Background: an optimization exercise with open tools, aiming at small area, a short achievable clock period and few clock cycles per item. Do not read the settings as production practice. Only simulation tests tie the RTL to the original design; equivalence was not proved. No driver is modelled on the clock port, so clocking that relies on it looks cheaper here than on a real chip. No activity file was given, so power comes from the tool's default toggle rates.

==> flow/config.mk <==
export PLATFORM = sky130hd
export DESIGN_NAME = el2_exu_div_ctl
export DESIGN_NICKNAME = el2_exu_div_ctl
export VERILOG_FILES = /design/flow/design.v
export SDC_FILE = /design/flow/constraint.sdc
export NUM_CORES = 8
export LEC_CHECK = 0
export CAP_MARGIN = 40
export CORE_MARGIN = 2
export CORE_UTILIZATION = 40
export CTS_BUF_LIST = sky130_fd_sc_hd__clkbuf_8
export SETUP_SLACK_MARGIN = 5
export SLEW_MARGIN = 40
export SYNTH_HIERARCHICAL = 1
export SYNTH_MINIMUM_KEEP_SIZE = 0
==> flow/constraint.sdc <==
create_clock -name core_clock -period 12.0 [get_ports {clk}]
set_input_delay 2.4000 -clock core_clock [delete_from_list [all_inputs] [get_ports {clk}]]
set_output_delay 2.4000 -clock core_clock [all_outputs]
set_load 0.01 [all_outputs]
==> flow/design.v <==
module el2_exu_div_ctl
  (
   input logic           clk,                        
   input logic           rst_l,                      
   input logic           dp_valid,                   
   input logic           dp_unsign,                  
   input logic           dp_rem,                     
   input logic  [31:0]   dividend,                   
   input logic  [31:0]   divisor,                    
   input logic           cancel,                     
   output logic          finish_dly,                 
   output logic [31:0]   out                         
  );
   logic        sv_ff;                  
   logic        it_ff;                  
   logic        fin_ff;                 
   logic [3:0]  cnt_ff;                 
   logic        busy, last;
   logic [31:0] r_ff;                   
   logic [31:0] q_ff;                   
   logic [32:0] b_ff;                   
   logic        rem_ff, neg_ff;         
   assign busy = sv_ff | it_ff;
   assign last = it_ff & (cnt_ff == 4'd0);
   wire  sa = ~dp_unsign & dividend[31];
   wire  sb = ~dp_unsign & divisor[31];
   wire  bz = (divisor == 32'b0);
   wire [31:0] abs_a, abs_b;
   div_cneg_in u_nega (.s(sa), .x(dividend), .y(abs_a));
   div_cneg_in u_negb (.s(sb), .x(divisor),  .y(abs_b));
   wire        q1, d1_co, q2, d2_co;
   wire [31:0] r1, d2;
   div_step34 u_s1 (.en(it_ff), .x({2'b0, r_ff}), .b({1'b0, b_ff}), .q(q1), .co(d1_co), .y(r1));
   div_step33 u_s2 (.en(it_ff), .x({1'b0, r1}), .b({1'b0, b_ff[32:1]}), .q(q2), .co(d2_co), .y(d2));
   wire [31:0] r2_n = busy ? r1 : abs_a;
   wire [31:0] r_next = q2 ? d2 : r2_n;
   wire early = ~d1_co;
   wire [5:0] clza, clzb;
   div_clz32 u_clza (.x(r_ff), .n(clza));
   div_clz32 u_clzb (.x(b_ff[31:0]), .n(clzb));
   wire [5:0]  sdiff = clzb - clza;                     
   wire        bzero = clzb[5];
   wire [3:0]  m     = (bzero | ~sv_ff) ? 4'hf : sdiff[4:1];
   wire [32:0] b_rot;
   div_rot33 u_rot (.b(b_ff), .m(m), .y(b_rot));
   always_ff @(posedge clk or negedge rst_l) begin
      if (!rst_l) begin
         sv_ff  <= 1'b0;
         it_ff  <= 1'b0;
         fin_ff <= 1'b0;
      end
      else begin
         sv_ff  <= dp_valid & ~cancel;
         it_ff  <= ~cancel & ((sv_ff & ~early) | (it_ff & (cnt_ff != 4'd0)));
         fin_ff <= ~cancel & last;
      end
   end
   always_ff @(posedge clk) begin
      cnt_ff <= sv_ff ? m : cnt_ff - 4'd1;
      r_ff   <= r_next;
      q_ff   <= it_ff ? ((last & rem_ff) ? r_next : {q_ff[29:0], q1, q2}) :
                sv_ff ? 32'b0 : (abs_a & {32{dp_rem}});
      b_ff   <= busy ? b_rot : {1'b0, abs_b};
      if (!busy) begin
         rem_ff <= dp_rem;
         neg_ff <= dp_rem ? sa : (sa ^ sb) & ~bz;
      end
   end
   wire [31:0] ans;
   div_cneg_out u_nego (.s(neg_ff), .x(q_ff), .y(ans));
   assign out        = ans;
   assign finish_dly = ~cancel & (fin_ff | (sv_ff & early));
endmodule  
module div_cneg_in (input logic s, input logic [31:0] x, output logic [31:0] y);
   wire [8:0] p;
   assign p[0] = 1'b0;
   div_cneg_in_slice u_0 (.s(s), .pin(p[0]), .x(x[3:0]), .y(y[3:0]), .pout(p[1]));
   div_cneg_in_slice u_1 (.s(s), .pin(p[1]), .x(x[7:4]), .y(y[7:4]), .pout(p[2]));
   div_cneg_in_slice u_2 (.s(s), .pin(p[2]), .x(x[11:8]), .y(y[11:8]), .pout(p[3]));
   div_cneg_in_slice u_3 (.s(s), .pin(p[3]), .x(x[15:12]), .y(y[15:12]), .pout(p[4]));
   div_cneg_in_slice u_4 (.s(s), .pin(p[4]), .x(x[19:16]), .y(y[19:16]), .pout(p[5]));
   div_cneg_in_slice u_5 (.s(s), .pin(p[5]), .x(x[23:20]), .y(y[23:20]), .pout(p[6]));
   div_cneg_in_slice u_6 (.s(s), .pin(p[6]), .x(x[27:24]), .y(y[27:24]), .pout(p[7]));
   div_cneg_in_slice u_7 (.s(s), .pin(p[7]), .x(x[31:28]), .y(y[31:28]), .pout(p[8]));
endmodule
module div_cneg_in_slice (input logic s, input logic pin, input logic [3:0] x, output logic [3:0] y, output logic pout);
   wire [3:0] pre;
   assign pre[0] = pin;
   assign pre[1] = pre[0] | x[0];
   assign pre[2] = pre[1] | x[1];
   assign pre[3] = pre[2] | x[2];
   assign y = x ^ ({4{s}} & pre);
   assign pout = pin | (|x);
endmodule
module div_cneg_out (input logic s, input logic [31:0] x, output logic [31:0] y);
   wire yy_po_l0_1 = x[1] | x[0];
   wire yy_po_l0_3 = x[3] | x[2];
   wire yy_po_l0_5 = x[5] | x[4];
   wire yy_po_l0_7 = x[7] | x[6];
   wire yy_po_l0_9 = x[9] | x[8];
   wire yy_po_l0_11 = x[11] | x[10];
   wire yy_po_l0_13 = x[13] | x[12];
   wire yy_po_l0_15 = x[15] | x[14];
   wire yy_po_l0_17 = x[17] | x[16];
   wire yy_po_l0_19 = x[19] | x[18];
   wire yy_po_l0_21 = x[21] | x[20];
   wire yy_po_l0_23 = x[23] | x[22];
   wire yy_po_l0_25 = x[25] | x[24];
   wire yy_po_l0_27 = x[27] | x[26];
   wire yy_po_l0_29 = x[29] | x[28];
   wire yy_po_l1_2 = x[2] | yy_po_l0_1;
   wire yy_po_l1_3 = yy_po_l0_3 | yy_po_l0_1;
   wire yy_po_l1_6 = x[6] | yy_po_l0_5;
   wire yy_po_l1_7 = yy_po_l0_7 | yy_po_l0_5;
   wire yy_po_l1_10 = x[10] | yy_po_l0_9;
   wire yy_po_l1_11 = yy_po_l0_11 | yy_po_l0_9;
   wire yy_po_l1_14 = x[14] | yy_po_l0_13;
   wire yy_po_l1_15 = yy_po_l0_15 | yy_po_l0_13;
   wire yy_po_l1_18 = x[18] | yy_po_l0_17;
   wire yy_po_l1_19 = yy_po_l0_19 | yy_po_l0_17;
   wire yy_po_l1_22 = x[22] | yy_po_l0_21;
   wire yy_po_l1_23 = yy_po_l0_23 | yy_po_l0_21;
   wire yy_po_l1_26 = x[26] | yy_po_l0_25;
   wire yy_po_l1_27 = yy_po_l0_27 | yy_po_l0_25;
   wire yy_po_l1_30 = x[30] | yy_po_l0_29;
   wire yy_po_l2_4 = x[4] | yy_po_l1_3;
   wire yy_po_l2_5 = yy_po_l0_5 | yy_po_l1_3;
   wire yy_po_l2_6 = yy_po_l1_6 | yy_po_l1_3;
   wire yy_po_l2_7 = yy_po_l1_7 | yy_po_l1_3;
   wire yy_po_l2_12 = x[12] | yy_po_l1_11;
   wire yy_po_l2_13 = yy_po_l0_13 | yy_po_l1_11;
   wire yy_po_l2_14 = yy_po_l1_14 | yy_po_l1_11;
   wire yy_po_l2_15 = yy_po_l1_15 | yy_po_l1_11;
   wire yy_po_l2_20 = x[20] | yy_po_l1_19;
   wire yy_po_l2_21 = yy_po_l0_21 | yy_po_l1_19;
   wire yy_po_l2_22 = yy_po_l1_22 | yy_po_l1_19;
   wire yy_po_l2_23 = yy_po_l1_23 | yy_po_l1_19;
   wire yy_po_l2_28 = x[28] | yy_po_l1_27;
   wire yy_po_l2_29 = yy_po_l0_29 | yy_po_l1_27;
   wire yy_po_l2_30 = yy_po_l1_30 | yy_po_l1_27;
   wire yy_po_l3_8 = x[8] | yy_po_l2_7;
   wire yy_po_l3_9 = yy_po_l0_9 | yy_po_l2_7;
   wire yy_po_l3_10 = yy_po_l1_10 | yy_po_l2_7;
   wire yy_po_l3_11 = yy_po_l1_11 | yy_po_l2_7;
   wire yy_po_l3_12 = yy_po_l2_12 | yy_po_l2_7;
   wire yy_po_l3_13 = yy_po_l2_13 | yy_po_l2_7;
   wire yy_po_l3_14 = yy_po_l2_14 | yy_po_l2_7;
   wire yy_po_l3_15 = yy_po_l2_15 | yy_po_l2_7;
   wire yy_po_l3_24 = x[24] | yy_po_l2_23;
   wire yy_po_l3_25 = yy_po_l0_25 | yy_po_l2_23;
   wire yy_po_l3_26 = yy_po_l1_26 | yy_po_l2_23;
   wire yy_po_l3_27 = yy_po_l1_27 | yy_po_l2_23;
   wire yy_po_l3_28 = yy_po_l2_28 | yy_po_l2_23;
   wire yy_po_l3_29 = yy_po_l2_29 | yy_po_l2_23;
   wire yy_po_l3_30 = yy_po_l2_30 | yy_po_l2_23;
   wire yy_po_l4_16 = x[16] | yy_po_l3_15;
   wire yy_po_l4_17 = yy_po_l0_17 | yy_po_l3_15;
   wire yy_po_l4_18 = yy_po_l1_18 | yy_po_l3_15;
   wire yy_po_l4_19 = yy_po_l1_19 | yy_po_l3_15;
   wire yy_po_l4_20 = yy_po_l2_20 | yy_po_l3_15;
   wire yy_po_l4_21 = yy_po_l2_21 | yy_po_l3_15;
   wire yy_po_l4_22 = yy_po_l2_22 | yy_po_l3_15;
   wire yy_po_l4_23 = yy_po_l2_23 | yy_po_l3_15;
   wire yy_po_l4_24 = yy_po_l3_24 | yy_po_l3_15;
   wire yy_po_l4_25 = yy_po_l3_25 | yy_po_l3_15;
   wire yy_po_l4_26 = yy_po_l3_26 | yy_po_l3_15;
   wire yy_po_l4_27 = yy_po_l3_27 | yy_po_l3_15;
   wire yy_po_l4_28 = yy_po_l3_28 | yy_po_l3_15;
   wire yy_po_l4_29 = yy_po_l3_29 | yy_po_l3_15;
   wire yy_po_l4_30 = yy_po_l3_30 | yy_po_l3_15;
   wire [30:0] yy_po;
   assign yy_po[0] = x[0];
   assign yy_po[1] = yy_po_l0_1;
   assign yy_po[2] = yy_po_l1_2;
   assign yy_po[3] = yy_po_l1_3;
   assign yy_po[4] = yy_po_l2_4;
   assign yy_po[5] = yy_po_l2_5;
   assign yy_po[6] = yy_po_l2_6;
   assign yy_po[7] = yy_po_l2_7;
   assign yy_po[8] = yy_po_l3_8;
   assign yy_po[9] = yy_po_l3_9;
   assign yy_po[10] = yy_po_l3_10;
   assign yy_po[11] = yy_po_l3_11;
   assign yy_po[12] = yy_po_l3_12;
   assign yy_po[13] = yy_po_l3_13;
   assign yy_po[14] = yy_po_l3_14;
   assign yy_po[15] = yy_po_l3_15;
   assign yy_po[16] = yy_po_l4_16;
   assign yy_po[17] = yy_po_l4_17;
   assign yy_po[18] = yy_po_l4_18;
   assign yy_po[19] = yy_po_l4_19;
   assign yy_po[20] = yy_po_l4_20;
   assign yy_po[21] = yy_po_l4_21;
   assign yy_po[22] = yy_po_l4_22;
   assign yy_po[23] = yy_po_l4_23;
   assign yy_po[24] = yy_po_l4_24;
   assign yy_po[25] = yy_po_l4_25;
   assign yy_po[26] = yy_po_l4_26;
   assign yy_po[27] = yy_po_l4_27;
   assign yy_po[28] = yy_po_l4_28;
   assign yy_po[29] = yy_po_l4_29;
   assign yy_po[30] = yy_po_l4_30;
   wire [31:0] yy;
   assign yy[0] = x[0];
   assign yy[31:1] = x[31:1] ^ ({31{s}} & yy_po);
   assign y = yy;
endmodule
module div_step34 (input logic en, input logic [33:0] x, input logic [33:0] b, output logic q, output logic co, output logic [31:0] y);
   wire [33:0] d_p0 = x ^ ~b;
   wire [33:0] d_g0 = x & ~b;
   wire d_g1_1 = d_g0[1] | (d_p0[1] & (d_g0[0] | d_p0[0]));
   wire d_g1_3 = d_g0[3] | (d_p0[3] & d_g0[2]);
   wire d_p1_3 = d_p0[3] & d_p0[2];
   wire d_g1_5 = d_g0[5] | (d_p0[5] & d_g0[4]);
   wire d_p1_5 = d_p0[5] & d_p0[4];
   wire d_g1_7 = d_g0[7] | (d_p0[7] & d_g0[6]);
   wire d_p1_7 = d_p0[7] & d_p0[6];
   wire d_g1_9 = d_g0[9] | (d_p0[9] & d_g0[8]);
   wire d_p1_9 = d_p0[9] & d_p0[8];
   wire d_g1_11 = d_g0[11] | (d_p0[11] & d_g0[10]);
   wire d_p1_11 = d_p0[11] & d_p0[10];
   wire d_g1_13 = d_g0[13] | (d_p0[13] & d_g0[12]);
   wire d_p1_13 = d_p0[13] & d_p0[12];
   wire d_g1_15 = d_g0[15] | (d_p0[15] & d_g0[14]);
   wire d_p1_15 = d_p0[15] & d_p0[14];
   wire d_g1_17 = d_g0[17] | (d_p0[17] & d_g0[16]);
   wire d_p1_17 = d_p0[17] & d_p0[16];
   wire d_g1_19 = d_g0[19] | (d_p0[19] & d_g0[18]);
   wire d_p1_19 = d_p0[19] & d_p0[18];
   wire d_g1_21 = d_g0[21] | (d_p0[21] & d_g0[20]);
   wire d_p1_21 = d_p0[21] & d_p0[20];
   wire d_g1_23 = d_g0[23] | (d_p0[23] & d_g0[22]);
   wire d_p1_23 = d_p0[23] & d_p0[22];
   wire d_g1_25 = d_g0[25] | (d_p0[25] & d_g0[24]);
   wire d_p1_25 = d_p0[25] & d_p0[24];
   wire d_g1_27 = d_g0[27] | (d_p0[27] & d_g0[26]);
   wire d_p1_27 = d_p0[27] & d_p0[26];
   wire d_g1_29 = d_g0[29] | (d_p0[29] & d_g0[28]);
   wire d_p1_29 = d_p0[29] & d_p0[28];
   wire d_g1_31 = d_g0[31] | (d_p0[31] & d_g0[30]);
   wire d_p1_31 = d_p0[31] & d_p0[30];
   wire d_g1_33 = d_g0[33] | (d_p0[33] & d_g0[32]);
   wire d_p1_33 = d_p0[33] & d_p0[32];
   wire d_g2_3 = d_g1_3 | (d_p1_3 & d_g1_1);
   wire d_g2_7 = d_g1_7 | (d_p1_7 & d_g1_5);
   wire d_p2_7 = d_p1_7 & d_p1_5;
   wire d_g2_11 = d_g1_11 | (d_p1_11 & d_g1_9);
   wire d_p2_11 = d_p1_11 & d_p1_9;
   wire d_g2_15 = d_g1_15 | (d_p1_15 & d_g1_13);
   wire d_p2_15 = d_p1_15 & d_p1_13;
   wire d_g2_19 = d_g1_19 | (d_p1_19 & d_g1_17);
   wire d_p2_19 = d_p1_19 & d_p1_17;
   wire d_g2_23 = d_g1_23 | (d_p1_23 & d_g1_21);
   wire d_p2_23 = d_p1_23 & d_p1_21;
   wire d_g2_27 = d_g1_27 | (d_p1_27 & d_g1_25);
   wire d_p2_27 = d_p1_27 & d_p1_25;
   wire d_g2_31 = d_g1_31 | (d_p1_31 & d_g1_29);
   wire d_p2_31 = d_p1_31 & d_p1_29;
   wire d_g3_7 = d_g2_7 | (d_p2_7 & d_g2_3);
   wire d_g3_15 = d_g2_15 | (d_p2_15 & d_g2_11);
   wire d_p3_15 = d_p2_15 & d_p2_11;
   wire d_g3_23 = d_g2_23 | (d_p2_23 & d_g2_19);
   wire d_p3_23 = d_p2_23 & d_p2_19;
   wire d_g3_31 = d_g2_31 | (d_p2_31 & d_g2_27);
   wire d_p3_31 = d_p2_31 & d_p2_27;
   wire d_g4_15 = d_g3_15 | (d_p3_15 & d_g3_7);
   wire d_g4_31 = d_g3_31 | (d_p3_31 & d_g3_23);
   wire d_p4_31 = d_p3_31 & d_p3_23;
   wire d_g5_31 = d_g4_31 | (d_p4_31 & d_g4_15);
   wire d_g7_23 = d_g3_23 | (d_p3_23 & d_g4_15);
   wire d_g8_11 = d_g2_11 | (d_p2_11 & d_g3_7);
   wire d_g8_19 = d_g2_19 | (d_p2_19 & d_g4_15);
   wire d_g8_27 = d_g2_27 | (d_p2_27 & d_g7_23);
   wire d_g9_5 = d_g1_5 | (d_p1_5 & d_g2_3);
   wire d_g9_9 = d_g1_9 | (d_p1_9 & d_g3_7);
   wire d_g9_13 = d_g1_13 | (d_p1_13 & d_g8_11);
   wire d_g9_17 = d_g1_17 | (d_p1_17 & d_g4_15);
   wire d_g9_21 = d_g1_21 | (d_p1_21 & d_g8_19);
   wire d_g9_25 = d_g1_25 | (d_p1_25 & d_g7_23);
   wire d_g9_29 = d_g1_29 | (d_p1_29 & d_g8_27);
   wire d_g9_33 = d_g1_33 | (d_p1_33 & d_g5_31);
   wire d_g10_2 = d_g0[2] | (d_p0[2] & d_g1_1);
   wire d_g10_4 = d_g0[4] | (d_p0[4] & d_g2_3);
   wire d_g10_6 = d_g0[6] | (d_p0[6] & d_g9_5);
   wire d_g10_8 = d_g0[8] | (d_p0[8] & d_g3_7);
   wire d_g10_10 = d_g0[10] | (d_p0[10] & d_g9_9);
   wire d_g10_12 = d_g0[12] | (d_p0[12] & d_g8_11);
   wire d_g10_14 = d_g0[14] | (d_p0[14] & d_g9_13);
   wire d_g10_16 = d_g0[16] | (d_p0[16] & d_g4_15);
   wire d_g10_18 = d_g0[18] | (d_p0[18] & d_g9_17);
   wire d_g10_20 = d_g0[20] | (d_p0[20] & d_g8_19);
   wire d_g10_22 = d_g0[22] | (d_p0[22] & d_g9_21);
   wire d_g10_24 = d_g0[24] | (d_p0[24] & d_g7_23);
   wire d_g10_26 = d_g0[26] | (d_p0[26] & d_g9_25);
   wire d_g10_28 = d_g0[28] | (d_p0[28] & d_g8_27);
   wire d_g10_30 = d_g0[30] | (d_p0[30] & d_g9_29);
   wire d_g10_32 = d_g0[32] | (d_p0[32] & d_g5_31);
   wire [33:0] d_c = {d_g9_33, d_g10_32, d_g5_31, d_g10_30, d_g9_29, d_g10_28, d_g8_27, d_g10_26, d_g9_25, d_g10_24, d_g7_23, d_g10_22, d_g9_21, d_g10_20, d_g8_19, d_g10_18, d_g9_17, d_g10_16, d_g4_15, d_g10_14, d_g9_13, d_g10_12, d_g8_11, d_g10_10, d_g9_9, d_g10_8, d_g3_7, d_g10_6, d_g9_5, d_g10_4, d_g2_3, d_g10_2, d_g1_1, (d_g0[0] | d_p0[0])};
   wire [33:0] d = d_p0 ^ {d_c[32:0], 1'b1};
   wire d_co = d_c[33];
   assign co = d_co;
   assign q  = en & d_co;
   assign y  = q ? d[31:0] : x[31:0];
endmodule
module div_step33 (input logic en, input logic [32:0] x, input logic [32:0] b, output logic q, output logic co, output logic [31:0] y);
   wire [32:0] d_p0 = x ^ ~b;
   wire [32:0] d_g0 = x & ~b;
   wire d_g1_1 = d_g0[1] | (d_p0[1] & (d_g0[0] | d_p0[0]));
   wire d_g1_3 = d_g0[3] | (d_p0[3] & d_g0[2]);
   wire d_p1_3 = d_p0[3] & d_p0[2];
   wire d_g1_5 = d_g0[5] | (d_p0[5] & d_g0[4]);
   wire d_p1_5 = d_p0[5] & d_p0[4];
   wire d_g1_7 = d_g0[7] | (d_p0[7] & d_g0[6]);
   wire d_p1_7 = d_p0[7] & d_p0[6];
   wire d_g1_9 = d_g0[9] | (d_p0[9] & d_g0[8]);
   wire d_p1_9 = d_p0[9] & d_p0[8];
   wire d_g1_11 = d_g0[11] | (d_p0[11] & d_g0[10]);
   wire d_p1_11 = d_p0[11] & d_p0[10];
   wire d_g1_13 = d_g0[13] | (d_p0[13] & d_g0[12]);
   wire d_p1_13 = d_p0[13] & d_p0[12];
   wire d_g1_15 = d_g0[15] | (d_p0[15] & d_g0[14]);
   wire d_p1_15 = d_p0[15] & d_p0[14];
   wire d_g1_17 = d_g0[17] | (d_p0[17] & d_g0[16]);
   wire d_p1_17 = d_p0[17] & d_p0[16];
   wire d_g1_19 = d_g0[19] | (d_p0[19] & d_g0[18]);
   wire d_p1_19 = d_p0[19] & d_p0[18];
   wire d_g1_21 = d_g0[21] | (d_p0[21] & d_g0[20]);
   wire d_p1_21 = d_p0[21] & d_p0[20];
   wire d_g1_23 = d_g0[23] | (d_p0[23] & d_g0[22]);
   wire d_p1_23 = d_p0[23] & d_p0[22];
   wire d_g1_25 = d_g0[25] | (d_p0[25] & d_g0[24]);
   wire d_p1_25 = d_p0[25] & d_p0[24];
   wire d_g1_27 = d_g0[27] | (d_p0[27] & d_g0[26]);
   wire d_p1_27 = d_p0[27] & d_p0[26];
   wire d_g1_29 = d_g0[29] | (d_p0[29] & d_g0[28]);
   wire d_p1_29 = d_p0[29] & d_p0[28];
   wire d_g1_31 = d_g0[31] | (d_p0[31] & d_g0[30]);
   wire d_p1_31 = d_p0[31] & d_p0[30];
   wire d_g2_3 = d_g1_3 | (d_p1_3 & d_g1_1);
   wire d_g2_7 = d_g1_7 | (d_p1_7 & d_g1_5);
   wire d_p2_7 = d_p1_7 & d_p1_5;
   wire d_g2_11 = d_g1_11 | (d_p1_11 & d_g1_9);
   wire d_p2_11 = d_p1_11 & d_p1_9;
   wire d_g2_15 = d_g1_15 | (d_p1_15 & d_g1_13);
   wire d_p2_15 = d_p1_15 & d_p1_13;
   wire d_g2_19 = d_g1_19 | (d_p1_19 & d_g1_17);
   wire d_p2_19 = d_p1_19 & d_p1_17;
   wire d_g2_23 = d_g1_23 | (d_p1_23 & d_g1_21);
   wire d_p2_23 = d_p1_23 & d_p1_21;
   wire d_g2_27 = d_g1_27 | (d_p1_27 & d_g1_25);
   wire d_p2_27 = d_p1_27 & d_p1_25;
   wire d_g2_31 = d_g1_31 | (d_p1_31 & d_g1_29);
   wire d_p2_31 = d_p1_31 & d_p1_29;
   wire d_g3_7 = d_g2_7 | (d_p2_7 & d_g2_3);
   wire d_g3_15 = d_g2_15 | (d_p2_15 & d_g2_11);
   wire d_p3_15 = d_p2_15 & d_p2_11;
   wire d_g3_23 = d_g2_23 | (d_p2_23 & d_g2_19);
   wire d_p3_23 = d_p2_23 & d_p2_19;
   wire d_g3_31 = d_g2_31 | (d_p2_31 & d_g2_27);
   wire d_p3_31 = d_p2_31 & d_p2_27;
   wire d_g4_15 = d_g3_15 | (d_p3_15 & d_g3_7);
   wire d_g4_31 = d_g3_31 | (d_p3_31 & d_g3_23);
   wire d_p4_31 = d_p3_31 & d_p3_23;
   wire d_g5_31 = d_g4_31 | (d_p4_31 & d_g4_15);
   wire d_g7_23 = d_g3_23 | (d_p3_23 & d_g4_15);
   wire d_g8_11 = d_g2_11 | (d_p2_11 & d_g3_7);
   wire d_g8_19 = d_g2_19 | (d_p2_19 & d_g4_15);
   wire d_g8_27 = d_g2_27 | (d_p2_27 & d_g7_23);
   wire d_g9_5 = d_g1_5 | (d_p1_5 & d_g2_3);
   wire d_g9_9 = d_g1_9 | (d_p1_9 & d_g3_7);
   wire d_g9_13 = d_g1_13 | (d_p1_13 & d_g8_11);
   wire d_g9_17 = d_g1_17 | (d_p1_17 & d_g4_15);
   wire d_g9_21 = d_g1_21 | (d_p1_21 & d_g8_19);
   wire d_g9_25 = d_g1_25 | (d_p1_25 & d_g7_23);
   wire d_g9_29 = d_g1_29 | (d_p1_29 & d_g8_27);
   wire d_g10_2 = d_g0[2] | (d_p0[2] & d_g1_1);
   wire d_g10_4 = d_g0[4] | (d_p0[4] & d_g2_3);
   wire d_g10_6 = d_g0[6] | (d_p0[6] & d_g9_5);
   wire d_g10_8 = d_g0[8] | (d_p0[8] & d_g3_7);
   wire d_g10_10 = d_g0[10] | (d_p0[10] & d_g9_9);
   wire d_g10_12 = d_g0[12] | (d_p0[12] & d_g8_11);
   wire d_g10_14 = d_g0[14] | (d_p0[14] & d_g9_13);
   wire d_g10_16 = d_g0[16] | (d_p0[16] & d_g4_15);
   wire d_g10_18 = d_g0[18] | (d_p0[18] & d_g9_17);
   wire d_g10_20 = d_g0[20] | (d_p0[20] & d_g8_19);
   wire d_g10_22 = d_g0[22] | (d_p0[22] & d_g9_21);
   wire d_g10_24 = d_g0[24] | (d_p0[24] & d_g7_23);
   wire d_g10_26 = d_g0[26] | (d_p0[26] & d_g9_25);
   wire d_g10_28 = d_g0[28] | (d_p0[28] & d_g8_27);
   wire d_g10_30 = d_g0[30] | (d_p0[30] & d_g9_29);
   wire d_g10_32 = d_g0[32] | (d_p0[32] & d_g5_31);
   wire [32:0] d_c = {d_g10_32, d_g5_31, d_g10_30, d_g9_29, d_g10_28, d_g8_27, d_g10_26, d_g9_25, d_g10_24, d_g7_23, d_g10_22, d_g9_21, d_g10_20, d_g8_19, d_g10_18, d_g9_17, d_g10_16, d_g4_15, d_g10_14, d_g9_13, d_g10_12, d_g8_11, d_g10_10, d_g9_9, d_g10_8, d_g3_7, d_g10_6, d_g9_5, d_g10_4, d_g2_3, d_g10_2, d_g1_1, (d_g0[0] | d_p0[0])};
   wire [32:0] d = d_p0 ^ {d_c[31:0], 1'b1};
   wire d_co = d_c[32];
   assign co = d_co;
   assign q  = en & d_co;
   assign y  = d[31:0];
endmodule
module div_clz32 (input logic [31:0] x, output logic [5:0] n);
   wire c_v0_0 = x[1] | x[0];
   wire c_z0_0 = ~x[1];
   wire c_v0_1 = x[3] | x[2];
   wire c_z0_1 = ~x[3];
   wire c_v0_2 = x[5] | x[4];
   wire c_z0_2 = ~x[5];
   wire c_v0_3 = x[7] | x[6];
   wire c_z0_3 = ~x[7];
   wire c_v0_4 = x[9] | x[8];
   wire c_z0_4 = ~x[9];
   wire c_v0_5 = x[11] | x[10];
   wire c_z0_5 = ~x[11];
   wire c_v0_6 = x[13] | x[12];
   wire c_z0_6 = ~x[13];
   wire c_v0_7 = x[15] | x[14];
   wire c_z0_7 = ~x[15];
   wire c_v0_8 = x[17] | x[16];
   wire c_z0_8 = ~x[17];
   wire c_v0_9 = x[19] | x[18];
   wire c_z0_9 = ~x[19];
   wire c_v0_10 = x[21] | x[20];
   wire c_z0_10 = ~x[21];
   wire c_v0_11 = x[23] | x[22];
   wire c_z0_11 = ~x[23];
   wire c_v0_12 = x[25] | x[24];
   wire c_z0_12 = ~x[25];
   wire c_v0_13 = x[27] | x[26];
   wire c_z0_13 = ~x[27];
   wire c_v0_14 = x[29] | x[28];
   wire c_z0_14 = ~x[29];
   wire c_v0_15 = x[31] | x[30];
   wire c_z0_15 = ~x[31];
   wire c_v1_0 = c_v0_1 | c_v0_0;
   wire c_z1_0_0 = c_v0_1 ? c_z0_1 : c_z0_0;
   wire c_v1_1 = c_v0_3 | c_v0_2;
   wire c_z1_1_0 = c_v0_3 ? c_z0_3 : c_z0_2;
   wire c_v1_2 = c_v0_5 | c_v0_4;
   wire c_z1_2_0 = c_v0_5 ? c_z0_5 : c_z0_4;
   wire c_v1_3 = c_v0_7 | c_v0_6;
   wire c_z1_3_0 = c_v0_7 ? c_z0_7 : c_z0_6;
   wire c_v1_4 = c_v0_9 | c_v0_8;
   wire c_z1_4_0 = c_v0_9 ? c_z0_9 : c_z0_8;
   wire c_v1_5 = c_v0_11 | c_v0_10;
   wire c_z1_5_0 = c_v0_11 ? c_z0_11 : c_z0_10;
   wire c_v1_6 = c_v0_13 | c_v0_12;
   wire c_z1_6_0 = c_v0_13 ? c_z0_13 : c_z0_12;
   wire c_v1_7 = c_v0_15 | c_v0_14;
   wire c_z1_7_0 = c_v0_15 ? c_z0_15 : c_z0_14;
   wire c_v2_0 = c_v1_1 | c_v1_0;
   wire c_z2_0_0 = c_v1_1 ? ~c_v0_3 : ~c_v0_1;
   wire c_z2_0_1 = c_v1_1 ? c_z1_1_0 : c_z1_0_0;
   wire c_v2_1 = c_v1_3 | c_v1_2;
   wire c_z2_1_0 = c_v1_3 ? ~c_v0_7 : ~c_v0_5;
   wire c_z2_1_1 = c_v1_3 ? c_z1_3_0 : c_z1_2_0;
   wire c_v2_2 = c_v1_5 | c_v1_4;
   wire c_z2_2_0 = c_v1_5 ? ~c_v0_11 : ~c_v0_9;
   wire c_z2_2_1 = c_v1_5 ? c_z1_5_0 : c_z1_4_0;
   wire c_v2_3 = c_v1_7 | c_v1_6;
   wire c_z2_3_0 = c_v1_7 ? ~c_v0_15 : ~c_v0_13;
   wire c_z2_3_1 = c_v1_7 ? c_z1_7_0 : c_z1_6_0;
   wire c_v3_0 = c_v2_1 | c_v2_0;
   wire c_z3_0_0 = c_v2_1 ? ~c_v1_3 : ~c_v1_1;
   wire c_z3_0_1 = c_v2_1 ? c_z2_1_0 : c_z2_0_0;
   wire c_z3_0_2 = c_v2_1 ? c_z2_1_1 : c_z2_0_1;
   wire c_v3_1 = c_v2_3 | c_v2_2;
   wire c_z3_1_0 = c_v2_3 ? ~c_v1_7 : ~c_v1_5;
   wire c_z3_1_1 = c_v2_3 ? c_z2_3_0 : c_z2_2_0;
   wire c_z3_1_2 = c_v2_3 ? c_z2_3_1 : c_z2_2_1;
   wire c_v4_0 = c_v3_1 | c_v3_0;
   wire c_z4_0_0 = c_v3_1 ? ~c_v2_3 : ~c_v2_1;
   wire c_z4_0_1 = c_v3_1 ? c_z3_1_0 : c_z3_0_0;
   wire c_z4_0_2 = c_v3_1 ? c_z3_1_1 : c_z3_0_1;
   wire c_z4_0_3 = c_v3_1 ? c_z3_1_2 : c_z3_0_2;
   wire [5:0] c = {~c_v4_0, c_v4_0 & ~c_v3_1, c_v4_0 & c_z4_0_0, c_v4_0 & c_z4_0_1, c_v4_0 & c_z4_0_2, c_v4_0 & c_z4_0_3};
   assign n = c;
endmodule
module div_rot33 (input logic [32:0] b, input logic [3:0] m, output logic [32:0] y);
   wire [32:0] b_r1  = {b[31:0], b[32]};
   wire [32:0] b_r2  = m[0] ? {b_r1[30:0], b_r1[32:31]} : b_r1;
   wire [32:0] b_r4  = m[1] ? {b_r2[28:0], b_r2[32:29]} : b_r2;
   wire [32:0] b_r8  = m[2] ? {b_r4[24:0], b_r4[32:25]} : b_r4;
   assign y          = m[3] ? {b_r8[16:0], b_r8[32:17]} : b_r8;
endmodule
==> flow/flow/run.sh <==
#!/bin/bash
# The standard layout (standard.sh), with these changes in how the layout is made:
#  - every input and output port still gets its own buffer, but a plain buf_1
#    (OpenROAD's buffer_ports -buffer_cell) instead of the default delay buffer;
#    the resizer upsizes it where timing needs;
#  - after clock-tree synthesis, flow/post_cts.tcl recovers area on paths that
#    keep the setup margin (if RECOVER_PCT is set in flow/extra_vars);
#  - any further ORFS variables listed in flow/extra_vars (one NAME=value per line).
# make's output goes to flow.log; ORFS keeps each step's own log under orfs/logs.
set -euo pipefail
MARGIN=${MARGIN:-6.8}
PORTBUF=${PORTBUF:-sky130_fd_sc_hd__buf_1}
EXTRA="'BUFFER_PORTS_ARGS=-buffer_cell ${PORTBUF}'"
EXTRA="$EXTRA 'POST_CTS_TCL=$PWD/flow/post_cts.tcl'"
if [[ -f flow/extra_vars ]]; then
  while read -r line; do
    [[ -z "$line" || "$line" == \#* ]] && continue
    EXTRA="$EXTRA '$line'"
  done < flow/extra_vars
fi
sed -E -e "s/SETUP_SLACK_MARGIN=[^ ]+/SETUP_SLACK_MARGIN=${MARGIN}/" \
       -e "s|CLKGATE_MAP_FILE= |CLKGATE_MAP_FILE= ${EXTRA} |" \
       standard.sh > standard_mod.sh
grep -q "BUFFER_PORTS_ARGS" standard_mod.sh
bash standard_mod.sh > flow.log 2>&1
==> flow/flow/extra_vars <==
SKIP_INCREMENTAL_REPAIR=1
RECOVER_PCT=100
==> flow/flow/post_cts.tcl <==
# Area recovery after clock-tree synthesis and its timing repair: downsize cells
# on paths that keep at least the repair's setup margin (the SDC is unchanged).
if {[info exists ::env(RECOVER_PCT)] && $::env(RECOVER_PCT) > 0} {
  puts "post-CTS area recovery: $::env(RECOVER_PCT)% of paths, setup margin $::env(SETUP_SLACK_MARGIN)"
  report_design_area
  repair_timing -recover_power $::env(RECOVER_PCT) -setup_margin $::env(SETUP_SLACK_MARGIN) -verbose
  detailed_placement
  check_placement -verbose
  report_design_area
  report_worst_slack -max
}
==> flow/standard.sh <==
#!/bin/bash
# synth_recipe.tcl (not shown) runs the flow's synth.tcl, then flattens the netlist and writes it again
# the make line also repeats each setting of config.mk as NAME=value (left out here)
make -C /OpenROAD-flow-scripts/flow DESIGN_CONFIG=/design/flow/config.mk WORK_HOME=/design/flow/orfs CLKGATE_MAP_FILE= SYNTH_SCRIPT=/design/flow/synth_recipe.tcl "${@:-finish}"
==> metrics.md, run 1 <==
| Metric | Value |
|---|---|
| Clk_skew | 16.26 ps |
| Sink Count | 106 |
| Final setup margin | 4535 ps |
| Area growth, synth to finish | 7.551% |
| Final hold vios | 0 |
| WS Path Type | reg -> reg |
| Dpl ws | 5824 ps |
| Worst Tran Pin Value | 2923 ps |
| Latest clock arrival within the worst-skew pair | 400 ps |
| Clk pwr share | 5.7% |
| Failing Checks | capacitance limit, slew limit |
| Worst ir drop on vdd | 0.00009084 V |
| Final Net Count | 1,530 |
| CTS tree | yes |
| Hold Crit Class | reg -> reg |
| Most frequent cells in the layout | inv_1 (120), xnor2_1 (112), nand2_1 (103) |
| Sw frac | 48.85% |
| Detail Placement HPWL | 25.30 mm |
| PD cells | 284.9 mW/mm² |
| Mapped Cells | 1,259 |
| Gr ovfl total | 0 |
| Total GRT Usage | 21.58% |
| Fin. max-slew vios | 304 |
| Max_slew headroom | -94.88% |
| Cell Chain, Critical Path | inv_1, ha_1, fa_1, nand2b_1, a21oi_1, o211ai_1, clkbuf_1, nand3_1, a21o_1, a21oi_1, fa_1, xnor2_1, mux2_1, ha_1, a21o_1, a21oi_1, o21ai_0, a21oi_1, nor3b_4, clkbuf_1, o21ai_0, a221o_1 |
| Max_cap viols | 7 |
| Avg Inst Size Synth | 9.661 µm² |
| CP required | 12,290 ps |
| DIE HEIGHT | 178.4 µm |
| Core Rows | 63 |
| Flop pwr share | 22.6% |
| Crit-path most repeated cell | a21oi_1 |
| P_leak | 5.408 nW |
| Post-synthesis cell area | 0.01216 mm² |
| Die Span X | 178.4 µm |
| Status | failed layout checks |
| Register area | 0.002225 mm² |
| Fmax | 0.1340 GHz |
| Iter 0 DRT Violations | 617 |
| Sum of buffers and inverters on the critical path | 3 |
| DR DRC count | 0 |
| Worst path slowest cell | clkbuf_1 |
| Vias per inst | 5.688 |
| Pint | 1.906 mW |
| Vias | 9,965 |
| Period utilization | 62.21% |
| Largest net degree at the start of global routing | 66 |
| Commonest non-fill, non-tap cell in the layout | inv_1 |
| Gpl congestion | 0.9285 |
| WL final | 33.24 mm |
| Multi-input gate area | 0.009165 mm² |
| Logic pwr share | 71.7% |
| Synth Warn # | 7 |
| Worst-path clk slew | 100 ps |
| DR WL/cell | 18.97 µm |
| Critical Path End Type | flip-flop |
| ANT cells | 0 |
| CP Max Fanout | 65 |
| First-pass GRT wire length | 54.03 mm |
| Die area | 0.03182 mm² |
| Final Setup Violations | 0 |
| Tmin final | 7465 ps |
| Initial antenna violation count | 0 |
| Post-DRT Antenna Nets | 0 |
| Largest stage delay on the critical path | 1860 ps |
| Aggregate negative setup slack | 0 ps |
| Starting density of the core | 40.82% |
| Vias in the first global route | 10,019 |
| Crit path max-delay family | compound AO/OA/AOI/OAI gates |
| Filler Cell Count | 2,991 |
| Startpoint Class | flip-flop |
| Share of post-route cells with drive strength above 1 | 18.72% |
| DRT Pass-1 Iters | 5 |
| Io pins | 103 |
| Core Area | 0.02980 mm² |
| IO buf count | 102 |
| WP data arrival | 7760 ps |
| NetSw | 1.820 mW |
-- path summary, 6_finish.rpt --
path	start	to	slack, ps	cells past startpoint
worst max-delay path	r_ff[0]	q_ff[2]	4530	22
worst min-delay path	cnt_ff[0]	cnt_ff[0]	510	1
worst max register to register	r_ff[0]	q_ff[2]	4530	22
worst min register to register	cnt_ff[0]	cnt_ff[0]	510	1
max in group asynchronous	rst_l	it_ff	10030	1
min in group asynchronous	rst_l	sv_ff	1800	1
-- layer usage --
layer	track usage (%)	vias to the layer above	share of wire (%)
met5	0	-	0
met4	5.691	0	1.7
met3	2.899	42	4.9
met2	37.40	256	49
met1	28.21	4863	44
li1	-	4804	-
-- metrics by stage --
step	cell area (µm²)	std cells	hold WS, ps	util (%)	power [mW]
2_1_floorplan	12210	1271	442.2	-	2.829
3_3_place_gp	12820	1725	473.5	43.03	3.416
3_5_place_dp	12820	1725	480.9	43.04	3.460
5_1_grt	13080	1752	557.8	43.90	4.093
6_report	13080	1752	510.1	43.90	3.727
-- flip-flops by register name, summed over array words and instances, names as in the netlist --
register  count
b_ff         33
cnt_ff        4
fin_ff        1
it_ff         1
neg_ff        1
q_ff         32
r_ff         32
rem_ff        1
sv_ff         1
-- power groups by stage --
| stage | combinational [mW] | clock [mW] | sequential [mW] |
|---|---|---|---|
| after floorplan | 2.16 | 0 | 0.664 |
| after global placement | 2.59 | 0 | 0.830 |
| after detailed placement | 2.64 | 0 | 0.824 |
| after global routing | 3.00 | 0.230 | 0.865 |
| final | 2.67 | 0.212 | 0.844 |
-- cell type report --
class                   count  share of cell area [%]
inverters                 118                   3.386
well taps                 390                   3.730
clock buffers              10                   1.052
flip-flops and latches    106                   17.01
multi-input cells         995                   70.06
clock inverters             5                  0.2487
repair buffers            128                   4.515
Testbench counts, summed over its fixed seeds: cycles 18,134, items 3,200.
==> inputs of run 2 (changes only) <==
--- a/flow/flow/post_cts.tcl
+++ b/flow/flow/post_cts.tcl
@@ -5,3 +5,3 @@
   report_design_area
-  repair_timing -recover_power $::env(RECOVER_PCT) -setup_margin $::env(SETUP_SLACK_MARGIN) -verbose
+  repair_timing -recover_power $::env(RECOVER_PCT) -setup_margin $::env(SETUP_SLACK_MARGIN) -slack_margin $::env(SETUP_SLACK_MARGIN) -verbose
   detailed_placement
==> metrics.md, run 2 <==
| Metric | Value |
|---|---|
| DR WL/cell | 18.97 µm (unchanged) |
| Final setup margin | 4535 ps (unchanged) |
| Max_cap viols | 7 (unchanged) |
| Worst Tran Pin Value | 2923 ps (unchanged) |
| Gr ovfl total | 0 (unchanged) |
| Critical path depth | 22 (unchanged) |
| WS Path Type | reg -> reg (unchanged) |
| Final hold vios | 0 (unchanged) |
| Fin cells | 1,752 (unchanged) |
| Vias | 9,965 (unchanged) |
| Worst-path clk slew | 100 ps (about the same) |
| Final core occ | 43.90% (unchanged) |
| Core Rows | 63 (unchanged) |
| First-pass GRT wire length | 54.03 mm (unchanged) |
| DR DRC count | 0 (unchanged) |
| Largest stage delay on the critical path | 1860 ps (about the same) |
| Flop pwr share | 22.6% (about the same) |
| R2R Setup Slk | 4530 ps (about the same) |
| Die area | 0.03182 mm² (unchanged) |
| Avg Inst Size Synth | 9.661 µm² (unchanged) |
| Commonest non-fill, non-tap cell in the layout | inv_1 (unchanged) |
| Core Area | 0.02980 mm² (unchanged) |
| Synth Warn # | 7 (unchanged) |
| Io pins | 103 (unchanged) |
| Total GRT Usage | 21.58% (unchanged) |
| Post-synthesis cell area | 0.01216 mm² (unchanged) |
| FF-to-FF Start | r_ff[0] (unchanged) |
| Largest net degree at the start of global routing | 66 (unchanged) |
| CTS tree | yes (unchanged) |
| Most flop-heavy register | b_ff (unchanged) |
| Most frequent cells in the layout | inv_1 (120), xnor2_1 (112), nand2_1 (103) (unchanged) |
| Largest register FFs | 33 (unchanged) |
| Vias in the first global route | 10,019 (unchanged) |
| Fmax | 0.1340 GHz (unchanged) |
| Initial antenna violation count | 0 (unchanged) |
| CP Max Fanout | 65 (unchanged) |
| Cell Chain, Critical Path | inv_1, ha_1, fa_1, nand2b_1, a21oi_1, o211ai_1, clkbuf_1, nand3_1, a21o_1, a21oi_1, fa_1, xnor2_1, mux2_1, ha_1, a21o_1, a21oi_1, o21ai_0, a21oi_1, nor3b_4, clkbuf_1, o21ai_0, a221o_1 (unchanged) |
| Clk_skew | 16.26 ps (unchanged) |
| Total design power | 3.727 mW (unchanged) |
| DIE HEIGHT | 178.4 µm (unchanged) |
| DRT Pass-1 Iters | 5 (unchanged) |
| Sw frac | 48.85% (unchanged) |
| Area growth, synth to finish | 7.551% (unchanged) |
| Iter 0 DRT Violations | 617 (unchanged) |
| P_leak | 5.408 nW (unchanged) |
| NetSw | 1.820 mW (unchanged) |
| Critical R2R Capture | q_ff[2] (unchanged) |
| Final Setup Violations | 0 (unchanged) |
| Crit path max-delay family | compound AO/OA/AOI/OAI gates (unchanged) |
| Starting density of the core | 40.82% (unchanged) |
| WP data arrival | 7760 ps (about the same) |
| CP endpoint | q_ff[2] (unchanged) |
| Status | failed layout checks (unchanged) |
| WL final | 33.24 mm (unchanged) |
| Dpl ws | 5824 ps (unchanged) |
| Period utilization | 62.21% (unchanged) |
| Clk pwr share | 5.7% (about the same) |
| Critical Path End Type | flip-flop (unchanged) |
| Aggregate negative setup slack | 0 ps (unchanged) |
| ANT cells | 0 (unchanged) |
| Startpoint Class | flip-flop (unchanged) |
| Post-placement cell count | 1,725 (unchanged) |
| Fin. max-slew vios | 304 (unchanged) |
| Sum of buffers and inverters on the critical path | 3 (unchanged) |
| Failing Checks | capacitance limit, slew limit (unchanged) |
| Latest clock arrival within the worst-skew pair | 400 ps (about the same) |
| Share of post-route cells with drive strength above 1 | 18.72% (unchanged) |
| Sink Count | 106 (unchanged) |
| Post-DRT Antenna Nets | 0 (unchanged) |
| Vias per inst | 5.688 (unchanged) |
| Detail Placement HPWL | 25.30 mm (unchanged) |
| CP startpoint | r_ff[0] (unchanged) |
| Top flop regs | b_ff x33, q_ff x32, r_ff x32 (unchanged) |
| Worst path slowest cell | clkbuf_1 (unchanged) |
| Tmin final | 7465 ps (unchanged) |
| IO buf count | 102 (unchanged) |
| PD cells | 284.9 mW/mm² (unchanged) |
| Worst ir drop on vdd | 0.00009084 V (unchanged) |
| Reg2Reg Depth | 22 (unchanged) |
| Die Span X | 178.4 µm (unchanged) |
| Pint | 1.906 mW (unchanged) |
| Crit-path most repeated cell | a21oi_1 (unchanged) |
| Mapped Cells | 1,259 (unchanged) |
| Hold Crit Class | reg -> reg (unchanged) |
| Logic pwr share | 71.7% (about the same) |
| Final Net Count | 1,530 (unchanged) |
| CP required | 12,290 ps (about the same) |
| Max_slew headroom | -94.88% (unchanged) |
| Gpl congestion | 0.9285 (unchanged) |
run 2: power groups by stage:
stage	Combinational [mW]	Sequential, mW	Clock [mW]
floorplan	2.16	0.664	0
global placement	2.59	0.830	0
detailed placement	2.64	0.824	0
global route	3.00	0.865	0.230
finish	2.67	0.844	0.212
run 2: layout make-up:
cell class	instances	area, µm²
fill	2991	16710
multi-input combinational	995	9165
clock inverter	5	32.53
clock buffer	10	137.6
sequential	106	2225
inverter	118	442.9
timing repair buffer	128	590.6
tap	390	488.0
run 2: routing by layer:
layer	vias to the layer above	GRT usage, %	wire length [µm]
met5	-	0	0
met4	0	5.691	570
met3	42	2.899	1639
met2	256	37.40	16340
met1	4863	28.21	14700
li1	4804	-	-
run 2: how the worst min path moves through the flow:
stage                         start         to  slack (ps)  depth (start not counted)
after floorplan           cnt_ff[0]  cnt_ff[0]         440                          1
after global routing      cnt_ff[0]  cnt_ff[0]         560                          1
after global placement    cnt_ff[0]  cnt_ff[0]         470                          1
after detailed placement  cnt_ff[0]  cnt_ff[0]         480                          1
final                     cnt_ff[0]  cnt_ff[0]         510                          1
run 2: per-stage QoR:
| stage | hold slack (ps) | cell area (µm²) |
|---|---|---|
| 2_1_floorplan | 442.2 | 12210 |
| 3_3_place_gp | 473.5 | 12820 |
| 3_5_place_dp | 480.9 | 12820 |
| 5_1_grt | 557.8 | 13080 |
| 6_report | 510.1 | 13080 |
==> inputs of run 3 (changes only) <==
==> flow/flow/post_cts.tcl (replaced) <==
# Area recovery after clock-tree synthesis and its timing repair: downsize cells
# (repair_timing -recover_power), then repair setup timing again to the same
# margin, so only cells off the critical paths stay smaller (the SDC is unchanged).
if {[info exists ::env(RECOVER_PCT)] && $::env(RECOVER_PCT) > 0} {
  puts "post-CTS area recovery: $::env(RECOVER_PCT)% of paths, setup margin $::env(SETUP_SLACK_MARGIN)"
  report_design_area
  repair_timing -recover_power $::env(RECOVER_PCT) -verbose
  report_design_area
  report_worst_slack -max
  repair_timing -setup -setup_margin $::env(SETUP_SLACK_MARGIN) -verbose
  detailed_placement
  check_placement -verbose
  report_design_area
  report_worst_slack -max
}
==> metrics.md, run 3 <==
| Metric | Value |
|---|---|
| Status | failed layout checks (unchanged) |
| Failing Checks | capacitance limit, slew limit (unchanged) |
| Max_cap viols | 4 (was 7) |
| CTS tree | yes (unchanged) |
| Tmin final | 5309 ps (was 7465 ps) |
| WS Path Type | reg -> reg (unchanged) |
| Multi-input gate area | 0.009294 mm² (was 0.009165 mm²) |
| P_leak | 5.518 nW (was 5.408 nW) |
| Hold Crit Class | reg -> reg (unchanged) |
| Gr ovfl total | 0 (unchanged) |
| Final Setup Violations | 0 (unchanged) |
| Total GRT Usage | 22.10% (was 21.58%) |
| Final hold vios | 0 (unchanged) |
| Aggregate negative setup slack | 0 ps (unchanged) |
| Share of post-route cells with drive strength above 1 | 22.13% (was 18.72%) |
| Vias in the first global route | 10,152 (was 10,019) |
| Startpoint Class | flip-flop (unchanged) |
| Fin cells | 1,768 (was 1,752) |
| DRT Pass-1 Iters | 5 (unchanged) |
| Vias | 10,161 (was 9,965) |
| Worst Tran Pin Value | 2928 ps (was 2923 ps) |
| Io pins | 103 (unchanged) |
| Gpl congestion | 0.9285 (unchanged) |
| Filler Cell Count | 2,964 (was 2,991) |
| Post-DRT Antenna Nets | 0 (unchanged) |
| Post-synthesis cell area | 0.01216 mm² (unchanged) |
| Placement-stage cell area | 0.01282 mm² (unchanged) |
| Fin. max-slew vios | 169 (was 304) |
| Starting density of the core | 40.82% (unchanged) |
| DIE HEIGHT | 178.4 µm (unchanged) |
| Mapped Cells | 1,259 (unchanged) |
| Avg Inst Size Synth | 9.661 µm² (unchanged) |
| Iter 0 DRT Violations | 616 (was 617) |
| Max_slew headroom | -95.20% (was -94.88%) |
| Synth Warn # | 7 (unchanged) |
| Core Rows | 63 (unchanged) |
| Clk_skew | 17.49 ps (was 16.26 ps) |
| Largest net degree at the start of global routing | 66 (unchanged) |
| Worst ir drop on vdd | 0.00009493 V (was 0.00009084 V) |
| DR DRC count | 0 (unchanged) |
| Die area | 0.03182 mm² (unchanged) |
| Most frequent cells in the layout | inv_1 (120), xnor2_1 (112), nand2_1 (101), buf_1 (101), o21ai_0 (73) (was inv_1 (120), xnor2_1 (112), nand2_1 (103)) |
| Core Area | 0.02980 mm² (unchanged) |
| Area growth, synth to finish | 10.20% (was 7.551%) |
| PD cells | 289.9 mW/mm² (was 284.9 mW/mm²) |
| Final Net Count | 1,546 (was 1,530) |
| Commonest non-fill, non-tap cell in the layout | inv_1 (unchanged) |
| CP Max Fanout | 5 (was 65) |
| Fmax | 0.1884 GHz (was 0.1340 GHz) |
| First-pass GRT wire length | 55.18 mm (was 54.03 mm) |
| Most flop-heavy register | b_ff (unchanged) |
| Top flop regs | b_ff x33, q_ff x32, r_ff x32 (unchanged) |
| Critical Path End Type | flip-flop (unchanged) |
| R2R Setup Slk | 6690 ps (was 4530 ps) |
| Latest clock arrival within the worst-skew pair | 400 ps (about the same) |
| Largest register FFs | 33 (unchanged) |
| Initial antenna violation count | 0 (unchanged) |
| WP data arrival | 5590 ps (was 7760 ps) |
| DR WL/cell | 19.23 µm (was 18.97 µm) |
| ANT cells | 0 (unchanged) |
| Detail Placement HPWL | 25.30 mm (unchanged) |
| Register area | 0.002253 mm² (was 0.002225 mm²) |
| Sink Count | 106 (unchanged) |
| Worst-path clk slew | 100 ps (about the same) |
| Final Instance Area | 0.01340 mm² (was 0.01308 mm²) |
| IO buf count | 102 (unchanged) |
| Total design power | 3.885 mW (was 3.727 mW) |
| WL final | 34.01 mm (was 33.24 mm) |
| Vias per inst | 5.747 (was 5.688) |
| Post-placement cell count | 1,725 (unchanged) |
| CP required | 12,280 ps (was 12,290 ps) |
| Period utilization | 44.24% (was 62.21%) |
| Die Span X | 178.4 µm (unchanged) |
## run 3: metrics by stage
stage | setup WS [ps] | util (%) | hold WS, ps
floorplan | 6795 | - | 442.2
global placement | 5927 | 43.03 | 473.5
detailed placement | 5824 | 43.04 | 480.9
global route | 6329 | 44.99 | 553.1
finish | 6691 | 44.99 | 511.2
## run 3: final timing paths
check | start | to | depth (start not counted)
max | b_ff[7] | q_ff[15] | 24
min | cnt_ff[0] | cnt_ff[0] | 1
max reg2reg | b_ff[7] | q_ff[15] | 24
min reg2reg | cnt_ff[0] | cnt_ff[0] | 1
max in group asynchronous | rst_l | it_ff | 1
min in group asynchronous | rst_l | sv_ff | 1
## run 3: power breakdown
group / switching [mW] / internal [mW]
logic: 1.45 / 1.39
clock network: 0.132 / 0.0804
registers: 0.314 / 0.519
## run 3: final cells by class
class | instances | area share (%)
clock buffer | 10 | 1.027
clock inverter | 5 | 0.2427
inverter | 118 | 3.304
multi-input combinational | 995 | 69.34
sequential | 106 | 16.81
tap | 390 | 3.640
timing repair buffer | 144 | 5.638
## run 3: metal layers
metal,global-route usage [%],wire [µm]
met4,6.911,824
met5,0,0
met2,38.29,16640
met1,28.54,14680
met3,2.899,1859
## run 3: worst max-delay path: stages (launching register included)
cell       delay [ps]
dfxtp_4           380
inv_1              40
ha_1              360
a21oi_2           180
nand2_1            80
o211ai_1          170
buf_2             180
a31oi_4           100
buf_4             160
o41ai_4           400
buf_12            170
buf_4             150
mux2_4            330
ha_1              350
a21oi_1           200
nand2_1           120
o2111ai_4         270
nand2_1           140
a31oi_2           230
o21ai_0           150
fa_1              390
xor2_1            150
nand2_1            70
o21ai_0           110
a221o_1           310
==> inputs of run 4 (changes only) <==
==> flow/flow/extra_vars (replaced) <==
SKIP_INCREMENTAL_REPAIR=1
RECOVER_PCT=30
==> metrics.md, run 4 <==
| Metric | Value |
|---|---|
| Hold Crit Class | reg -> reg (unchanged) |
| NetSw | 1.847 mW (was 1.893 mW) |
| Clk_skew | 15.13 ps (was 17.49 ps) |
| Startpoint Class | input pin (was flip-flop) |
| Status | failed layout checks (unchanged) |
| Synth Warn # | 7 (unchanged) |
| Hold slack | 509.0 ps (was 511.2 ps) |
| P_leak | 5.499 nW (was 5.518 nW) |
| Filler Cell Count | 2,949 (was 2,964) |
| Total GRT Usage | 21.58% (was 22.10%) |
| Final Instance Area | 0.01331 mm² (was 0.01340 mm²) |
| Die area | 0.03182 mm² (unchanged) |
| Vias per inst | 5.719 (was 5.747) |
| Worst ir drop on vdd | 0.00009114 V (was 0.00009493 V) |
| Logic pwr share | 72.0% (was 73.1%) |
| Top flop regs | b_ff x33, q_ff x32, r_ff x32 (unchanged) |
| Post-placement cell count | 1,725 (unchanged) |
| Worst Tran Pin Value | 2904 ps (was 2928 ps) |
| Max_slew headroom | -93.61% (was -95.20%) |
| Placement-stage cell area | 0.01282 mm² (unchanged) |
| Core Area | 0.02980 mm² (unchanged) |
| WP data arrival | 5550 ps (was 5590 ps) |
| Largest register FFs | 33 (unchanged) |
| Sink Count | 106 (unchanged) |
| Fin. max-slew vios | 169 (unchanged) |
| IO buf count | 102 (unchanged) |
| Critical Path End Type | flip-flop (unchanged) |
| Sw frac | 48.83% (was 48.72%) |
| First-pass GRT wire length | 54.01 mm (was 55.18 mm) |
| Fin cells | 1,753 (was 1,768) |
| Mapped Cells | 1,259 (unchanged) |
| Share of post-route cells with drive strength above 1 | 22.30% (was 22.13%) |
| Commonest non-fill, non-tap cell in the layout | inv_1 (unchanged) |
| Post-DRT Antenna Nets | 0 (unchanged) |
| DRT Pass-1 Iters | 5 (unchanged) |
| Flop pwr share | 22.4% (was 21.5%) |
| Tmin final | 5262 ps (was 5309 ps) |
| Post-synthesis cell area | 0.01216 mm² (unchanged) |
| ANT cells | 0 (unchanged) |
| R2R Setup Slk | 6760 ps (was 6690 ps) |
| PD cells | 284.2 mW/mm² (was 289.9 mW/mm²) |
| Initial antenna violation count | 0 (unchanged) |
| Gr ovfl total | 0 (unchanged) |
| Dpl ws | 5824 ps (unchanged) |
| WS Path Type | in -> reg (was reg -> reg) |
| Aggregate negative setup slack | 0 ps (unchanged) |
| Vias | 10,025 (was 10,161) |
| Fmax | 0.1901 GHz (was 0.1884 GHz) |
| Latest clock arrival within the worst-skew pair | 390 ps (was 400 ps) |
| Gpl congestion | 0.9285 (unchanged) |
| Period utilization | 43.85% (was 44.24%) |
| Final Net Count | 1,531 (was 1,546) |
| Register area | 0.002226 mm² (was 0.002253 mm²) |
| Iter 0 DRT Violations | 536 (was 616) |
| Detail Placement HPWL | 25.30 mm (unchanged) |
| Starting density of the core | 40.82% (unchanged) |
| DR WL/cell | 18.95 µm (was 19.23 µm) |
| Total design power | 3.782 mW (was 3.885 mW) |
| CP required | 12,280 ps (about the same) |
| Worst-path clk slew | 110 ps (was 100 ps) |
| Clk pwr share | 5.6% (was 5.5%) |
| Io pins | 103 (unchanged) |
| CP Max Fanout | 6 (was 5) |
| Max_cap viols | 4 (unchanged) |
| Most frequent cells in the layout | inv_1 (119), xnor2_1 (112), nand2_1 (102) (was inv_1 (120), xnor2_1 (112), nand2_1 (101), buf_1 (101), o21ai_0 (73)) |
| Multi-input gate area | 0.009331 mm² (was 0.009294 mm²) |
| Most flop-heavy register | b_ff (unchanged) |
| Failing Checks | capacitance limit, slew limit (unchanged) |
| Die Span X | 178.4 µm (unchanged) |
| Final hold vios | 0 (unchanged) |
| Final core occ | 44.67% (was 44.99%) |
| Final Setup Violations | 0 (unchanged) |
| Pint | 1.936 mW (was 1.993 mW) |
| Largest net degree at the start of global routing | 66 (unchanged) |
| Core Rows | 63 (unchanged) |
| DR DRC count | 0 (unchanged) |
| DIE HEIGHT | 178.4 µm (unchanged) |
| Area growth, synth to finish | 9.433% (was 10.20%) |
| Final setup margin | 6738 ps (was 6691 ps) |
| CTS tree | yes (unchanged) |
| Vias in the first global route | 10,010 (was 10,152) |
| WL final | 33.23 mm (was 34.01 mm) |
| Avg Inst Size Synth | 9.661 µm² (unchanged) |
## run 4: cell count changes in the layout (fill, tap and decap cells not counted), moves of 5 or more
| cell | before | now |
|---|---|---|
| buf_4 | 31 | 18 |
| o21ai_0 | 73 | 49 |
| dfxtp_4 | 22 | 13 |
| o21ai_2 | 8 | 31 |
| dfxtp_2 | 11 | 16 |
## run 4: final cells by class
cell class	instances	share of cell area (%)
clock buffer	10	1.034
clock inverter	5	0.2444
inverter	118	3.328
multi-input combinational	995	70.11
sequential	106	16.72
tap	390	3.666
timing repair buffer	129	4.898
## run 4: per-layer routing
layer | track usage [%] | wire (µm)
met5 | 0 | 0
met1 | 28.25 | 14540
met3 | 2.899 | 1827
met2 | 37.47 | 16300
met4 | 5.522 | 560
## run 4: path summary, 6_finish.rpt
check                                start        end  cells past startpoint
max in group asynchronous            rst_l      it_ff                      1
min in group asynchronous            rst_l      sv_ff                      1
worst max-delay path            divisor[0]   b_ff[31]                     18
worst max register to register    r_ff[30]    b_ff[2]                     15
worst min register to register   cnt_ff[0]  cnt_ff[0]                      1
worst min-delay path             cnt_ff[0]  cnt_ff[0]                      1
## run 4: worst max-delay path, cell delays in order
cell	delay [ps]
buf_1	150
nor3_1	190
nand2_1	150
nor3_1	210
nand2_1	150
nor3_1	210
nand2_1	110
nor3_1	200
nand2_1	170
nor3_1	230
nand2_1	100
nor3_1	190
nand2_1	150
nor3_1	160
nand2_1	140
o41ai_2	250
xnor2_1	90
mux2_2	280
## run 4: power groups by stage
| stage | clock network (mW) | logic, mW | registers [mW] |
|---|---|---|---|
| 2_1_floorplan | 0 | 2.16 | 0.664 |
| 3_3_place_gp | 0 | 2.59 | 0.830 |
| 3_5_place_dp | 0 | 2.64 | 0.824 |
| 5_1_grt | 0.230 | 3.05 | 0.868 |
| 6_report | 0.212 | 2.72 | 0.847 |
==> inputs of run 5 (changes only) <==
==> flow/flow/run.sh (replaced) <==
#!/bin/bash
set -euo pipefail
MARGIN=${MARGIN:-6.8}
PORTBUF=${PORTBUF:-sky130_fd_sc_hd__buf_1}
sed -E -e "s/SETUP_SLACK_MARGIN=[^ ]+/SETUP_SLACK_MARGIN=${MARGIN}/" \
       -e "s/CLKGATE_MAP_FILE= /CLKGATE_MAP_FILE= 'BUFFER_PORTS_ARGS=-buffer_cell ${PORTBUF}' /" \
       standard.sh > standard_mod.sh
grep -q "BUFFER_PORTS_ARGS" standard_mod.sh
bash standard_mod.sh > flow.log 2>&1
--- a/flow/config.mk
+++ b/flow/config.mk
@@ -10,3 +10,2 @@
 export CORE_UTILIZATION = 40
-export CTS_BUF_LIST = sky130_fd_sc_hd__clkbuf_8
 export SETUP_SLACK_MARGIN = 5
removed: flow/flow/extra_vars
removed: flow/flow/post_cts.tcl
==> metrics.md, run 5 <==
| Metric | Value |
|---|---|
| Status | complete, no violations (was failed layout checks) |
| Detail Placement HPWL | 25.30 mm (unchanged) |
| Area growth, synth to finish | 18.10% (was 9.433%) |
| CP required | 9600 ps (was 12,280 ps) |
| Largest net degree at the start of global routing | 66 (unchanged) |
| Worst-path clk slew | 70 ps (was 110 ps) |
| WL final | 35.07 mm (was 33.23 mm) |
| Startpoint Class | input pin (unchanged) |
| CTS tree | yes (unchanged) |
| Fin. max-slew vios | 0 (was 169) |
| Synth Warn # | 7 (unchanged) |
| Largest stage delay on the critical path | 160 ps (was 280 ps) |
| Commonest non-fill, non-tap cell in the layout | inv_1 (unchanged) |
| Max_cap viols | 0 (was 4) |
| Vias in the first global route | 9,994 (was 10,010) |
| Clk_skew | 13.36 ps (was 15.13 ps) |
| Iter 0 DRT Violations | 722 (was 536) |
| CP Max Fanout | 4 (was 6) |
| ANT cells | 0 (unchanged) |
| DIE HEIGHT | 178.4 µm (unchanged) |
| Share of post-route cells with drive strength above 1 | 30.58% (was 22.30%) |
| First-pass GRT wire length | 53.92 mm (was 54.01 mm) |
| WS Path Type | in -> out (was in -> reg) |
| Latest clock arrival within the worst-skew pair | 360 ps (was 390 ps) |
| Mapped Cells | 1,259 (unchanged) |
| Fmax | 0.1928 GHz (was 0.1901 GHz) |
| Core Area | 0.02980 mm² (unchanged) |
| Total design power | 4.211 mW (was 3.782 mW) |
| Die area | 0.03182 mm² (unchanged) |
| Largest register FFs | 33 (unchanged) |
| WP data arrival | 2790 ps (was 5550 ps) |
| Most flop-heavy register | b_ff (unchanged) |
| Crit-path most repeated cell | buf_1 |
| Final Net Count | 1,587 (was 1,531) |
| Hold Crit Class | reg -> reg (unchanged) |
| DR DRC count | 0 (unchanged) |
| H-tree depth | 3 |
| Worst ir drop on vdd | 0.0001091 V (was 0.00009114 V) |
| Core Rows | 63 (unchanged) |
| PD cells | 293.2 mW/mm² (was 284.2 mW/mm²) |
| Vias | 10,429 (was 10,025) |
| CTS buffer count | 9 |
| Filler Cell Count | 2,835 (was 2,949) |
| Sink Count | 106 (unchanged) |
| Starting density of the core | 40.82% (unchanged) |
| CTS Hold Bufs | 0 |
| P_leak | 5.881 nW (was 5.499 nW) |
| Cell Chain, Critical Path | buf_1, nor2_1, buf_1 (was buf_1, nor3_1, nand2_1, nor3_1, nand2_1, nor3_1, nand2_1, nor3_1, nand2_1, nor3_1, nand2_1, nor3_1, nand2_1, nor3_1, nand2_1, o41ai_2, xnor2_1, mux2_2) |
| Hold slack | 497.8 ps (was 509.0 ps) |
| Worst Tran Pin Value | 728.5 ps (was 2904 ps) |
| Avg Inst Size Synth | 9.661 µm² (unchanged) |
| Final Setup Violations | 0 (unchanged) |
| Period utilization | 43.21% (was 43.85%) |
| Gr ovfl total | 0 (unchanged) |
| RSZ-0062 raised after global routing | true |
| Die Span X | 178.4 µm (unchanged) |
| Clock root buffer | clkbuf_16 |
| Total GRT Usage | 21.57% (was 21.58%) |
| Tmin final | 5186 ps (was 5262 ps) |
| Critical Path End Type | output port (was flip-flop) |
| Aggregate negative setup slack | 0 ps (unchanged) |
| Most frequent cells in the layout | inv_1 (115), xnor2_1 (110), buf_1 (101) (was inv_1 (119), xnor2_1 (112), nand2_1 (102)) |
| DRT Pass-1 Iters | 5 (unchanged) |
| Io pins | 103 (unchanged) |
| Max_slew headroom | 51.43% (was -93.61%) |
| Post-synthesis cell area | 0.01216 mm² (unchanged) |
| Post-DRT Antenna Nets | 0 (unchanged) |
| Top flop regs | b_ff x33, q_ff x32, r_ff x32 (unchanged) |
| IO buf count | 102 (unchanged) |
| DR WL/cell | 19.39 µm (was 18.95 µm) |
| Initial antenna violation count | 0 (unchanged) |
| Bufs on Longest Clock Path | 2 |
| Gpl congestion | 0.9285 (unchanged) |
| Final hold vios | 0 (unchanged) |
| Worst path slowest cell | buf_1 (was mux2_2) |
| Vias per inst | 5.765 (was 5.719) |
run 5: layout make-up:
type | instances | area, µm² | area share, %
Clock inverter | 3 | 25.02 | 0.1742
Timing Repair Buffer | 185 | 1132 | 7.883
Clock buffer | 12 | 246.5 | 1.716
Multi-Input combinational cell | 995 | 9758 | 67.93
Sequential cell | 106 | 2270 | 15.80
Inverter | 118 | 445.4 | 3.101
Tap cell | 390 | 488.0 | 3.397
run 5: repair_timing:
item                                    4_1_cts  5_1_grt
endpoints found under the setup margin       70       87
gates resized for setup                      70      122
buffers inserted                             14       51
pin swaps                                    14       40
gates cloned                                  1        3
run 5: worst paths after layout:
path | startpoint | endpoint | slack (ps) | depth (start not counted)
max | cancel | finish_dly | 6810 | 3
min | cnt_ff[0] | cnt_ff[0] | 500 | 1
max reg2reg | b_ff[21] | q_ff[31] | 6820 | 23
min reg2reg | cnt_ff[0] | cnt_ff[0] | 500 | 1
max in group asynchronous | rst_l | it_ff | 9990 | 1
min in group asynchronous | rst_l | sv_ff | 1850 | 1
run 5: power breakdown:
group	internal (mW)	switching, mW	total (mW)
clock	0.147	0.141	0.289
combinational	1.54	1.55	3.10
sequential	0.525	0.299	0.824
run 5: metal layers:
| metal | track usage, % | vias to the layer above | share of wire, % |
|---|---|---|---|
| met5 | 0 | - | 0 |
| met4 | 6.131 | 0 | 2.3 |
| met3 | 3.261 | 51 | 5.0 |
| met2 | 37.19 | 296 | 50 |
| met1 | 27.95 | 5135 | 43 |
| li1 | - | 4947 | - |
run 5: worst max-delay path: cells and delay by family:
| kind | cells | cell delay [ps] |
|---|---|---|
| buffers and inverters | 2 | 280 |
| AND/OR/NAND/NOR | 1 | 110 |
run 5: per-stage QoR:
stage               instance area [µm²]  cells  util (%)  setup slack (ps)
floorplan                         12210   1271         -              6795
global placement                  12820   1725     43.03              5927
detailed placement                12820   1725     43.04              5824
CTS                               13420   1755     45.03              6762
global route                      14370   1809     48.21              6595
finish                            14370   1809     48.21              6814

[re-timing with driven ports]
Ports are ideal in the flow. The routed layouts listed here were re-timed in OpenROAD.
Step 1: set_driving_cell puts a clkbuf_16 on clk and a buf_2 on each other input, an assumption about the parent block.
Step 2 also shifts input and output timing later by t, the mid clock arrival at the registers, as if the neighbouring blocks saw the same clock.
Three values: no drivers, after step 1, after step 2; two values: the first two.
run	t (ns)	setup WS [ns]
run 1	0.432	4.535 / 4.535 / 4.535
run 2	0.432	4.535 / 4.535 / 4.535
run 3	0.432	6.691 / 6.691 / 6.332
run 4	0.429	6.738 / 6.757 / 6.331
run 5	0.403	6.814 / 6.783 / 6.623
